From an optimization exercise on the open Yosys and OpenROAD flow, aimed at small area, a short achievable clock period and few clock cycles; shortcuts taken in it are not production practice.
Where RTL was checked, it was by simulation tests only, not by an equivalence proof against the original.

Setup of run 2:
==> flow/design.v <==
module Rotational_Cordic #(
	parameter INT_LENGTH        = 7,
	parameter FRAC_LENGTH       = 11,
	parameter NUM_OF_ITERATIONS = 11
) (
input  wire               CLK,
input  wire               RST,
input  wire               ENABLE,
input  wire signed [17:0] Xo,
input  wire signed [17:0] Yo,
input  wire signed [17:0] Zo,
output wire signed [17:0] XN,
output wire signed [17:0] YN,
output reg                Done
);
localparam signed [17:0] TWO_PI  = 18'h03243, M2PI  = 18'h3cdbc,
                         PI      = 18'h01921, MPI   = 18'h3e6df,
                         HPI     = 18'h00c90, MHPI  = 18'h3f36f,
                         T3PI2   = 18'h025b2, M3PI2 = 18'h3da4d;
reg signed [17:0] x, y;
reg signed [11:0] z;       
reg               neg, busy;
reg  [2:0]        pass;
wire hi  = Zo >  T3PI2;                
wire lo  = Zo <  M3PI2;                
wire qp  = Zo >= HPI  && Zo <= T3PI2;  
wire qn  = Zo >= M3PI2 && Zo <= MHPI;  
wire s0  = hi ? (Zo < TWO_PI) : lo ? (Zo <= M2PI) : qp ? (Zo < PI) : qn ? (Zo < MPI) : Zo[17];
reg signed [17:0] k1;
always @* begin
  case ({hi, lo, qp, qn})
    4'b1000: k1 = -TWO_PI;
    4'b0100: k1 =  TWO_PI;
    4'b0010: k1 = -PI;
    4'b0001: k1 =  PI;
    default: k1 = 18'sd0;
  endcase
  k1 = s0 ? k1 + 18'sd1608 : k1 - 18'sd1608;
end
wire signed [17:0] z1  = Zo + k1;
wire signed [11:0] z1s = (z1[17:11] == 7'h00 || z1[17:11] == 7'h7f) ? z1[11:0]
                                                                   : {z1[17], {11{~z1[17]}}};
reg signed [17:0] xa, ya, xb, yb;    
reg        [11:0] aa, ab;            
always @* begin
  case (pass)
    3'd0:    begin aa = 12'h3b5; ab = 12'h1f5; end
    3'd1:    begin aa = 12'h0fe; ab = 12'h07f; end
    3'd2:    begin aa = 12'h03f; ab = 12'h01f; end
    3'd3:    begin aa = 12'h00f; ab = 12'h007; end
    default: begin aa = 12'h003; ab = 12'h001; end
  endcase
end
always @* begin
  case (pass)
    3'd0:    begin xa = x >>> 1; ya = y >>> 1; end
    3'd1:    begin xa = x >>> 3; ya = y >>> 3; end
    3'd2:    begin xa = x >>> 5; ya = y >>> 5; end
    3'd3:    begin xa = x >>> 7; ya = y >>> 7; end
    default: begin xa = x >>> 9; ya = y >>> 9; end
  endcase
end
wire sa = z[11];
wire [18:0] xat = {x, 1'b1} + {ya ^ {18{~sa}}, ~sa};
wire [18:0] yat = {y, 1'b1} + {xa ^ {18{sa}},  sa};
wire [12:0] zat = {z, 1'b1} + {aa ^ {12{~sa}}, ~sa};
wire signed [17:0] x2 = xat[18:1], y2 = yat[18:1];
wire signed [11:0] z2 = zat[12:1];
wire signed [17:0] xi = busy ? x2 : Xo;
wire signed [17:0] yi = busy ? y2 : Yo;
always @* begin
  if (!busy) begin xb = xi; yb = yi; end
  else case (pass)
    3'd0:    begin xb = xi >>> 2; yb = yi >>> 2; end
    3'd1:    begin xb = xi >>> 4; yb = yi >>> 4; end
    3'd2:    begin xb = xi >>> 6; yb = yi >>> 6; end
    3'd3:    begin xb = xi >>> 8; yb = yi >>> 8; end
    default: begin xb = xi >>> 10; yb = yi >>> 10; end
  endcase
end
wire sb = busy ? z2[11] : s0;
wire [18:0] xbt = {xi, 1'b1} + {yb ^ {18{~sb}}, ~sb};
wire [18:0] ybt = {yi, 1'b1} + {xb ^ {18{sb}},  sb};
wire [12:0] zbt = {z2, 1'b1} + {ab ^ {12{~sb}}, ~sb};
always @(posedge CLK or negedge RST)
  if (!RST) begin
    busy <= 1'b0; Done <= 1'b0; pass <= 3'd0;
  end else begin
    Done <= busy && pass == 3'd4;
    if (ENABLE) begin
      busy <= 1'b1; pass <= 3'd0;
    end else begin
      if (pass == 3'd4) busy <= 1'b0;
      pass <= pass + 3'd1;
    end
  end
always @(posedge CLK)
  if (ENABLE) begin
    x <= xbt[18:1]; y <= ybt[18:1]; z <= z1s;
    neg <= qp | qn;
  end else begin
    x <= xbt[18:1]; y <= ybt[18:1]; z <= zbt[12:1];
  end
wire [28:0] xq = {{11{x[17]^neg}}, x ^ {18{neg}}};
wire [28:0] yq = {{11{y[17]^neg}}, y ^ {18{neg}}};
wire [28:0] kc = neg ? 29'd3293 : 29'd3;
wire [28:0] P  = (xq << 10) + (xq << 8) + ~(xq << 5) + ~(xq << 2) + ~xq + kc;
wire [28:0] Q  = (yq << 10) + (yq << 8) + ~(yq << 5) + ~(yq << 2) + ~yq + kc;
assign XN = P[28:11];
assign YN = Q[28:11];
endmodule
make LEC_CHECK=0 CAP_MARGIN=20 CORE_MARGIN=2 CORE_UTILIZATION=40 PLACE_DENSITY=0.6 SLEW_MARGIN=20 finish   # period 8.0 ns
run.sh (not shown) runs the stock make flow with config.mk's settings and CLKGATE_MAP_FILE= SYNTH_SCRIPT=/design/flow/synth_recipe.tcl, a recipe that flattens the netlist after the stock synthesis.
Testbench counts of run 2, summed over its fixed seeds: cycles 9,600.
Setup changes, run 2 to run 4
diff --git a/flow/design.v b/flow/design.v
--- a/flow/design.v
+++ b/flow/design.v
@@ -39,8 +39,10 @@
 end
 wire signed [17:0] z1  = Zo + k1;
 wire signed [11:0] z1s = (z1[17:11] == 7'h00 || z1[17:11] == 7'h7f) ? z1[11:0]
                                                                    : {z1[17], {11{~z1[17]}}};
+wire [18:0] x1t = {Xo, 1'b1} + {Yo ^ {18{~s0}}, ~s0};
+wire [18:0] y1t = {Yo, 1'b1} + {Xo ^ {18{s0}},  s0};
 reg signed [17:0] xa, ya, xb, yb;    
 reg        [11:0] aa, ab;            
 always @* begin
   case (pass)
@@ -65,23 +67,20 @@
 wire [18:0] yat = {y, 1'b1} + {xa ^ {18{sa}},  sa};
 wire [12:0] zat = {z, 1'b1} + {aa ^ {12{~sa}}, ~sa};
 wire signed [17:0] x2 = xat[18:1], y2 = yat[18:1];
 wire signed [11:0] z2 = zat[12:1];
-wire signed [17:0] xi = busy ? x2 : Xo;
-wire signed [17:0] yi = busy ? y2 : Yo;
 always @* begin
-  if (!busy) begin xb = xi; yb = yi; end
-  else case (pass)
-    3'd0:    begin xb = xi >>> 2; yb = yi >>> 2; end
-    3'd1:    begin xb = xi >>> 4; yb = yi >>> 4; end
-    3'd2:    begin xb = xi >>> 6; yb = yi >>> 6; end
-    3'd3:    begin xb = xi >>> 8; yb = yi >>> 8; end
-    default: begin xb = xi >>> 10; yb = yi >>> 10; end
+  case (pass)
+    3'd0:    begin xb = x2 >>> 2; yb = y2 >>> 2; end
+    3'd1:    begin xb = x2 >>> 4; yb = y2 >>> 4; end
+    3'd2:    begin xb = x2 >>> 6; yb = y2 >>> 6; end
+    3'd3:    begin xb = x2 >>> 8; yb = y2 >>> 8; end
+    default: begin xb = x2 >>> 10; yb = y2 >>> 10; end
   endcase
 end
-wire sb = busy ? z2[11] : s0;
-wire [18:0] xbt = {xi, 1'b1} + {yb ^ {18{~sb}}, ~sb};
-wire [18:0] ybt = {yi, 1'b1} + {xb ^ {18{sb}},  sb};
+wire sb = z2[11];
+wire [18:0] xbt = {x2, 1'b1} + {yb ^ {18{~sb}}, ~sb};
+wire [18:0] ybt = {y2, 1'b1} + {xb ^ {18{sb}},  sb};
 wire [12:0] zbt = {z2, 1'b1} + {ab ^ {12{~sb}}, ~sb};
 always @(posedge CLK or negedge RST)
   if (!RST) begin
     busy <= 1'b0; Done <= 1'b0; pass <= 3'd0;
@@ -95,17 +94,19 @@
     end
   end
 always @(posedge CLK)
   if (ENABLE) begin
-    x <= xbt[18:1]; y <= ybt[18:1]; z <= z1s;
+    x <= x1t[18:1]; y <= y1t[18:1]; z <= z1s;
     neg <= qp | qn;
   end else begin
     x <= xbt[18:1]; y <= ybt[18:1]; z <= zbt[12:1];
   end
 wire [28:0] xq = {{11{x[17]^neg}}, x ^ {18{neg}}};
 wire [28:0] yq = {{11{y[17]^neg}}, y ^ {18{neg}}};
-wire [28:0] kc = neg ? 29'd3293 : 29'd3;
-wire [28:0] P  = (xq << 10) + (xq << 8) + ~(xq << 5) + ~(xq << 2) + ~xq + kc;
-wire [28:0] Q  = (yq << 10) + (yq << 8) + ~(yq << 5) + ~(yq << 2) + ~yq + kc;
+wire [28:0] kc = neg ? 29'd3290 : 29'd0;
+wire [28:0] x5 = (xq << 2) + xq;
+wire [28:0] y5 = (yq << 2) + yq;
+wire [28:0] P  = (x5 << 8) - (xq << 5) - x5 + kc;
+wire [28:0] Q  = (y5 << 8) - (yq << 5) - y5 + kc;
 assign XN = P[28:11];
 assign YN = Q[28:11];
 endmodule
[summary]
[run 4] flow finished | final checks: failed | reasons: negative setup slack. Per the comparison of run 4 with run 2, die area rose by about 14%; register-to-register slack rose by 0.23 ns. On run 4: global placement routability congestion is about 2.4% lower than what run 2 gave. Run 4 against run 2: global-route usage went up, xor/xnor cell area share of the yosys netlist went up.
For run 4, only the layout was checked, not whether the RTL still works.

-- static timing again, ports no longer ideal --
How much do the figures lean on ideal ports? The routed layouts below were timed once more, with nothing changed but the port constraints. Step 1: set_driving_cell puts a clkbuf_16 on CLK and a buf_2 on each other input, an assumption about the parent block. Step 2 times the ports against the registers' clock, not the clock port: input delays grow and output delays shrink by t, the midpoint of the rising clock arrivals with the driver on. a / b / c = ideal ports / drivers / drivers and shift; a / b = the first two.
| run | shift t [ns] | slack for setup (ns) | worst setup path after step 2 | worst slew at a driven data input, ns | cell pins on the clock port's net |
|---|---|---|---|---|---|
| run 2 | 0.371 | 0.434 / 0.388 / 0.510 | input to register | 0.05 | 1 |
| run 4 | 0.366 | -0.741 / -0.789 / -0.423 | register to output | 0.04 | 1 |
